This design comes from an exercise in tuning for a short achievable clock period and few clock cycles on the open sky130 flow, not from production work.
Only simulation tests tie the RTL to the original design; equivalence was not proved.
Power is estimated from default activity; no workload was simulated.

[design/flow/constraint.sdc]
create_clock -name core_clock -period 12.0 [get_ports {clk}]
set_input_delay 2.4000 -clock core_clock [delete_from_list [all_inputs] [get_ports {clk}]]
set_output_delay 2.4000 -clock core_clock [all_outputs]
set_load 0.01 [all_outputs]
[design/flow/design.v]
`default_nettype none
`timescale 1ns / 1ps
module store_mask_t(input wire [1:0] addr,
                    input wire [2:0] width,
                    output reg [3:0] mask
                    );
  always @* begin
  case (addr)
  0: case (width)
    1:       mask = 4'b0001;
    2:       mask = 4'b0011;
    default: mask = 4'b1111;
    endcase
  1: case (width)
    1:       mask = 4'b0010;
    default: mask = 4'b0000;  
    endcase
  2: case (width)
    1:       mask = 4'b0100;
    2:       mask = 4'b1100;
    default: mask = 4'b0000;  
    endcase
  3: case (width)
    1:       mask = 4'b1000;
    default: mask = 4'b0000;  
    endcase
  endcase
  end
endmodule
module out_shifter_t(input wire [1:0] addr,
                     input wire [2:0] width,
                     input wire [31:0] in_data,
                     output reg [31:0] out_data
                     );
  always @* begin
  case (addr)
  0: case (width)
    1:       out_data = {8'd0, 8'd0, 8'd0, in_data[ 7: 0]};
    2:       out_data = {8'd0, 8'd0, in_data[15: 0]      };
    default: out_data = in_data;
    endcase
  1: case (width)
    1:       out_data = {8'd0, 8'd0, in_data[ 7: 0], 8'd0};
    default: out_data = 32'd0;  
    endcase
  2: case (width)
    1:       out_data = {8'd0, in_data[ 7: 0], 8'd0, 8'd0};
    2:       out_data = {in_data[15: 0],       8'd0, 8'd0};
    default: out_data = 32'd0;  
    endcase
  3: case (width)
    1:       out_data = {in_data[ 7: 0], 8'd0, 8'd0, 8'd0};
    default: out_data = 32'd0;  
    endcase
  endcase
  end
endmodule
module in_shifter_t(input wire [1:0] addr,
                    input wire [2:0] width,
                    input wire [31:0] in_data,
                    output reg [31:0] out_data
                    );
  always @* begin
  case (addr)
  0: case (width)
    1:       out_data = {24'd0, in_data[ 7: 0]};
    2:       out_data = {16'd0, in_data[15: 0]};
    default: out_data = in_data;
    endcase
  1: case (width)
    1:       out_data = {24'd0, in_data[15: 8]};
    default: out_data = 32'd0;  
    endcase
  2: case (width)
    1:       out_data = {24'd0, in_data[23:16]};
    2:       out_data = {16'd0, in_data[31:16]};
    default: out_data = 32'd0;  
    endcase
  3: case (width)
    1:       out_data = {24'd0, in_data[31:24]};
    default: out_data = 32'd0;  
    endcase
  endcase
  end
endmodule
module rv32i_cpu_t(
    input wire clk,                    
    input wire reset,                  
    input wire hold,                   
    input wire [31:0] in_data,         
    output wire [3:0] out_write_mask,  
    output wire [31:0] out_mem_addr,   
    output wire [31:0] out_data        
    );
  localparam REG_ZERO = 0;
  localparam REG_SP   = 2;
  parameter RESET_VECTOR  = 32'h00010074;
  parameter STACK_POINTER = 32'hffffffff;
  reg [31:0] pc;     
  reg [31:0] inst;   
  reg [31:0] X[32];  
  wire [4:0]  group  = inst[ 6: 2];
  wire [4:0]  rd     = inst[11: 7];
  wire [2:0]  funct3 = inst[14:12];
  wire [4:0]  rs1    = inst[19:15];
  wire [4:0]  rs2    = inst[24:20];
  wire [6:0]  funct7 = inst[31:25];
  wire [31:0] immi   = { {21{inst[31]}}, inst[30:20] };
  wire [31:0] immb   = { {20{inst[31]}}, inst[7], inst[30:25], inst[11:8], 1'b0 };
  wire [31:0] immu   = { inst[31:12], 12'b0 };
  wire [31:0] immj   = { {13{inst[31]}}, inst[19:12], inst[30:21], 1'b0 };
  wire [31:0] imms   = { {21{inst[31]}}, inst[30:25], inst[11:7] };
  localparam STAGE_IFETCH = 0;   
  localparam STAGE_EXEC   = 1;   
  localparam STAGE_PSTORE = 2;   
  localparam STAGE_PLOAD  = 3;   
  reg [1:0] phi;
  reg mem_write;
  reg mem_read;
  reg [2:0] mem_width;  
  wire [31:0] mem_in;
  in_shifter_t  in_shift (out_mem_addr[1:0], mem_width, in_data, mem_in);
  out_shifter_t out_shift(out_mem_addr[1:0], mem_width, X[rs2], out_data);
  wire [3:0] mask;
  store_mask_t mask_gen(out_mem_addr[1:0], mem_width, mask);
  assign out_write_mask = mem_write ? mask : 4'b0;
  wire bit30 = inst[30];
  wire [2:0] access_width =  (funct3 == 0 || funct3 == 4) ? 1 :   
                            ((funct3 == 1 || funct3 == 5) ? 2 :   
                                                            4);   
  wire [31:0] ld_addr  = X[rs1] + immi;
  wire [31:0] st_addr  = X[rs1] + imms;
  assign out_mem_addr  = (phi == STAGE_IFETCH) ? pc :          
                         (group == 5'b00000) ? ld_addr :       
                                               st_addr;        
  wire will_read  = (group == 5'b00000);                       
  wire will_store = (group == 5'b01000);                       
  wire [31:0] pc_step   = pc + 4;
  wire [31:0] pc_branch = pc + immb;
  reg [31:0] next_pc;
  always @* begin
    casez({funct3, group})
    8'b000_11000: next_pc = (X[rs1] == X[rs2])                   ? pc_branch : pc_step;  
    8'b001_11000: next_pc = (X[rs1] != X[rs2])                   ? pc_branch : pc_step;  
    8'b100_11000: next_pc = ($signed(X[rs1]) <  $signed(X[rs2])) ? pc_branch : pc_step;  
    8'b101_11000: next_pc = ($signed(X[rs1]) >= $signed(X[rs2])) ? pc_branch : pc_step;  
    8'b110_11000: next_pc = (X[rs1] <  X[rs2])                   ? pc_branch : pc_step;  
    8'b111_11000: next_pc = (X[rs1] >= X[rs2])                   ? pc_branch : pc_step;  
    8'b???_11001: next_pc = (immi + X[rs1]) & 32'hfffffffe;                              
    8'b???_11011: next_pc = pc + immj;                                                   
    default:      next_pc = pc_step;
    endcase
  end
  wire [31:0] rhs = (group == 'b01100) ? X[rs2] : immi;
  reg [31:0] res_alu;
  always @* begin
    casez({bit30, funct3, group})
    9'b?_???_01101: res_alu = immu;                                        
    9'b?_???_00101: res_alu = immu + pc;                                   
    9'b?_???_110?1: res_alu = pc_step;                                     
    9'b0_000_01100: res_alu = X[rs1] +    rhs;                             
    9'b?_000_00100: res_alu = X[rs1] +    rhs;                             
    9'b1_000_01100: res_alu = X[rs1] -    rhs;                             
    9'b?_001_0?100: res_alu = X[rs1] <<  (rhs & 31);                       
    9'b?_010_0?100: res_alu = { 31'b0, $signed(X[rs1]) < $signed(rhs)};    
    9'b?_011_0?100: res_alu = { 31'b0,         X[rs1]  <         rhs };    
    9'b?_100_0?100: res_alu = X[rs1] ^    rhs;                             
    9'b0_101_0?100: res_alu = X[rs1] >>  (rhs & 31);                       
    9'b1_101_0?100: res_alu = $signed(X[rs1]) >>> (rhs & 31);              
    9'b?_110_0?100: res_alu = X[rs1] |    rhs;                             
    9'b?_111_0?100: res_alu = X[rs1] &    rhs;                             
    9'b?_000_00000: res_alu = { {24{mem_in[ 7]}}, mem_in[ 7:0] };          
    9'b?_001_00000: res_alu = { {16{mem_in[15]}}, mem_in[15:0] };          
    9'b?_010_00000: res_alu = mem_in;                                      
    9'b?_100_00000: res_alu = { 24'b0, mem_in[ 7:0] };                     
    9'b?_101_00000: res_alu = { 16'b0, mem_in[15:0] };                     
    default:        res_alu = 32'b0;
    endcase
  end
  wire rdnz = (rd != REG_ZERO);
  reg write_rd;
  always @* begin
    casez({group})
    5'b00000: write_rd = rdnz;  
    5'b00100: write_rd = rdnz;  
    5'b00101: write_rd = rdnz;  
    5'b01100: write_rd = rdnz;  
    5'b01101: write_rd = rdnz;  
    5'b11001: write_rd = rdnz;  
    5'b11011: write_rd = rdnz;  
    default:  write_rd = 0;
    endcase
  end
  always @(posedge clk) begin
    if (reset) begin
      pc          <= RESET_VECTOR;       
      X[REG_ZERO] <= 32'd0;              
      X[REG_SP]   <= STACK_POINTER;      
      phi         <= STAGE_IFETCH;       
      mem_write   <= 0;                  
      mem_read    <= 1;                  
      mem_width   <= 4;                  
    end else begin
      if (!hold) begin
        case(phi)
        STAGE_IFETCH: begin  
          mem_read  <= 0;
          mem_write <= 0;
          mem_width <= access_width;
          inst <= mem_in;
          phi <= STAGE_EXEC;
        end
        STAGE_EXEC: begin  
          if (will_read) begin
            mem_read  <= 1;
            mem_write <= 0;
            mem_width <= access_width;
            phi <= STAGE_PLOAD;
          end else if (will_store) begin
            mem_read  <= 0;
            mem_write <= 1;
            mem_width <= access_width;
            phi <= STAGE_PSTORE;
          end else begin
            mem_read  <= 1;
            mem_write <= 0;
            mem_width <= 4;
            X[rd] <= write_rd ? res_alu : X[rd];
            pc <= next_pc;
            phi <= STAGE_IFETCH;
          end
        end
        STAGE_PSTORE: begin   
          mem_read  <= 1;
          mem_write <= 0;
          mem_width <= 4;
          pc <= next_pc;
          phi <= STAGE_IFETCH;
        end
        STAGE_PLOAD: begin   
          mem_read  <= 1;
          mem_write <= 0;
          mem_width <= 4;
          X[rd] <= write_rd ? res_alu : X[rd];
          pc <= next_pc;
          phi <= STAGE_IFETCH;
        end
        endcase
      end
    end
  end
endmodule
[design/flow/run.sh]
#!/bin/bash
# synth_recipe.tcl (not shown) runs the flow's synth.tcl, then flattens the netlist and writes it again
# the make line also repeats each setting of config.mk as NAME=value (left out here)
make -C /OpenROAD-flow-scripts/flow DESIGN_CONFIG=/design/flow/config.mk WORK_HOME=/design/flow/orfs CLKGATE_MAP_FILE= SYNTH_SCRIPT=/design/flow/synth_recipe.tcl finish
[design/flow/config.mk]
export PLATFORM = sky130hd
export DESIGN_NAME = rv32i_cpu_t
export DESIGN_NICKNAME = rv32i_cpu_t
export VERILOG_FILES = /design/flow/design.v
export SDC_FILE = /design/flow/constraint.sdc
export NUM_CORES = 4
export LEC_CHECK = 0
export CAP_MARGIN = 20
export CORE_MARGIN = 2
export CORE_UTILIZATION = 40
export SLEW_MARGIN = 20
==> run notes <==
## final timing paths
path,startpoint,to,slack (ns),cells after the start
min reg2reg,mem_write,mem_write,0.53,2
min,mem_write,mem_write,0.53,2
max,flip-flop,out_mem_addr[31],1.60,17
max reg2reg,flip-flop,X[3][30],2.71,20
## sequential cells by signal, indices dropped and copies added (netlist names), named ones only
signal,count
mem_write,1
mem_width,3
X,1024
phi,2
pc,31
inst,30
## cell type report
cell class	instances	area [µm²]
inverter	169	636.9
antenna	6	15.01
sequential	1106	32410
timing repair buffer	346	3017
tap	2624	3283
clock buffer	145	3198
fill	17605	108000
clock inverter	85	949.7
multi-input combinational	4652	43700
## cells by family (layout without fill, tap and decap cells)
kind of cell               count (synthesis)  count (layout)
AOI/OAI and AO/OA                       1667            1667
and+or+nand+nor                         1285            1285
muxes                                   1270            1270
DFF                                     1106            1106
buffers and inverters                    690             745
adders and majority gates                250             250
xor gates and xnor gates                 180             180
other                                      0               6
## layout by cell type, fill, tap and decap left out, types with 32 or more instances in the layout
cell,n
a211oi_1,53
a21o_1,74
a21oi_1,413
a221oi_1,56
a22oi_1,222
a31oi_1,35
and2_1,38
and3_1,41
buf_4,229
clkbuf_16,121
clkdlybuf4s50_1,101
clkinv_2,35
dfxtp_1,70
edfxtp_1,1022
ha_1,243
inv_1,160
mux2i_1,546
mux4_2,678
nand2_1,368
nand2b_1,32
nand3_1,138
nand4_1,43
nor2_1,327
nor2_4,32
nor3_1,76
nor4_1,41
o211ai_1,61
o21ai_0,269
o21bai_1,41
o22ai_1,110
o31ai_1,35
xnor2_1,114
xor2_1,66
## per-layer routing
metal / GRT usage / wire length (µm)
met1: 0.4423 / 130000
met2: 0.5538 / 164000
met3: 0.08596 / 42210
met4: 0.2703 / 32970
met5: 0 / 103
## critical path: stages, from the launching register on
cell and delay (ns):
dfxtp_4 0.65, nor2b_4 0.90, buf_4 0.72, a22oi_1 0.22
nand3_1 0.15, and4_1 0.55, inv_1 0.45, ha_1 0.73
nand2_1 0.35, o21ai_0 0.43, a21oi_1 0.15, o21ai_0 0.28
a221oi_1 0.12, o21ai_0 0.27, a21oi_1 0.08, xor2_1 0.17
a21oi_1 0.29, clkdlybuf4s50_1 0.60
## report_power, final
| group | internal [W] | switching, W |
|---|---|---|
| clock network | 0.00223 | 0.00172 |
| logic | 0.00134 | 0.00253 |
| registers | 0.00421 | 0.000102 |
## stage by stage
stage,cell area (µm²),utilization
4_1_cts,87150,0.4465
3_5_place_dp,83000,0.4252
2_1_floorplan,78740,-
6_report,87210,0.4468
5_1_grt,87200,0.4467
3_3_place_gp,82950,0.4250
==> impl_metrics.json <==
{
  "die-width_um": 447.7,
  "synthSimpleGateAreaFrac": 0.07720,
  "start_kind": "flip-flop",
  "finalNonFillerCells": 9133,
  "clk_path_buf_depth": 3,
  "required_ns": 9.60,
  "ant_nets": 0,
  "synth_adder_area_share": 0.04039,
  "hold_path_class": "flip-flop to flip-flop",
  "area_growth_pct": 10.76,
  "muxShareOfSynthArea": 0.2697,
  "syn-cell-area_um2": 78740,
  "cts_made_buffers": 121,
  "dp_hpwl_um": 252900,
  "synth_top_family_by_area": "multiplexers",
  "synth_top_cell_by_area": "edfxtp_1",
  "ys_warn_count": 4,
  "syn_area_per_cell_um2": 12.21,
  "hold_viol": 0,
  "netlist_top_cells_count": "edfxtp_1, mux4_2, mux2i_1",
  "post-place-cells": 8895,
  "setup_violations": 0,
  "drt_iter0_markers": 9890,
  "worstPathMaxFanout": 29,
  "post_cts_resize_count": 0,
  "synth_compound_area_frac": 0.1414,
  "post_cts_buffers": 0,
  "status": "no timing/DRC/antenna violations",
  "syn_inst": 6448,
  "antenna_found_initial": 22,
  "grt_pass1_vias": 62893,
  "setup_tns_ns": 0,
  "report.final.slew_viol_count": 0,
  "grt_max_degree": 123,
  "grt_pass1_wl_um": 504400,
  "synth.most_common_cell": "edfxtp_1",
  "max_freq_mhz": 96.19,
  "fin_crit_sh": 0.8663,
  "synth_xor_xnor_area_share": 0.02002,
  "finalClockSkew_ns": 0.04773,
  "cts.sinks": 1106,
  "p_leak_nw": 30.61,
  "maxCapViolCount": 0,
  "cts_tree": "built",
  "viasPerCell": 7.124,
  "grtUsageTotal": 0.3609,
  "dr.pass1.iters": 6,
  "clkLatencyLatePin_ns": 0.82,
  "start_util": 0.4034,
  "synth_top_area_frac": 0.3898,
  "layout_min_cycle_time_ns": 10.40,
  "synth_area_leaders": "edfxtp_1, mux4_2, mux2i_1",
  "grt_overflow": 0,
  "async_reset_ff_frac": 0,
  "ioPinCount": 103,
  "cts-root-buf": "clkbuf_16",
  "wl_per_cell_um": 40.43,
  "cts_hold_buf": 0,
  "ys_types": 108,
  "power-per-cell-area_nw_per_um2": 139.0,
  "nets": 6681,
  "worstSetupEndpointType": "output pin",
  "synth-edff-count": 1022,
  "gp_congestion": 1.054,
  "wirelength_um": 369300,
  "path_clk_slew_ns": 0.06,
  "row_count": 162,
  "htreeDepth": 3,
  "peakVddDrop_mv": 0.1387,
  "synth_top_flop_cell": "edfxtp_1",
  "final_layout_size_suffix_gt1_frac": 0.2021,
  "yosysSeqAreaShare": 0.4111,
  "ys_ff_latch": 1106,
  "die_y_um": 447.7,
  "maxSlewHeadroom": 0.2187,
  "finalPower_w": 0.01213,
  "syn-num-nets": 6733,
  "place_ws_ns": 2.749,
  "cp.arrival_ns": 8.00,
  "core_um2": 195200,
  "die_area_um2": 200400,
  "worst_hold_slack_ns": 0.5289,
  "portBuffers": 102,
  "remaining_drc_errors": 0,
  "worst_slew_pin_slew_ns": 1.149,
  "crit_type": "flip-flop to output pin",
  "worst_slack_ns": 1.604,
  "rsz0062_at_grt": "no",
  "vias": 65068
}
Testbench counts, summed over its fixed seeds: cycles 393,462.

-- separate check: timing with driven ports --
How much do the figures lean on ideal ports? The routed layout below was timed once more, with nothing changed but the port constraints.
Step 1, drivers: a clkbuf_16 drives clk and a buf_2 each remaining input, both assumed.
Step 2, shift: input delay + t, output delay - t, t = (earliest + latest rising clock arrival at the registers) / 2. This alone moves slack from input paths to output paths.
Three values: ideal, step 1, step 2; two values: the first two.
t (ns): 0.883
setup WS [ns]: 1.604 / 1.520 / 2.402
worst setup path at the end: register to output
latest minus earliest clock arrival (ns): 0.047 / 0.047
pins driven straight from the clock port: 1
After both steps this run still meets setup and hold. The setup slack of this run moves by -0.084 ns with the drivers and by +0.798 ns with both steps.
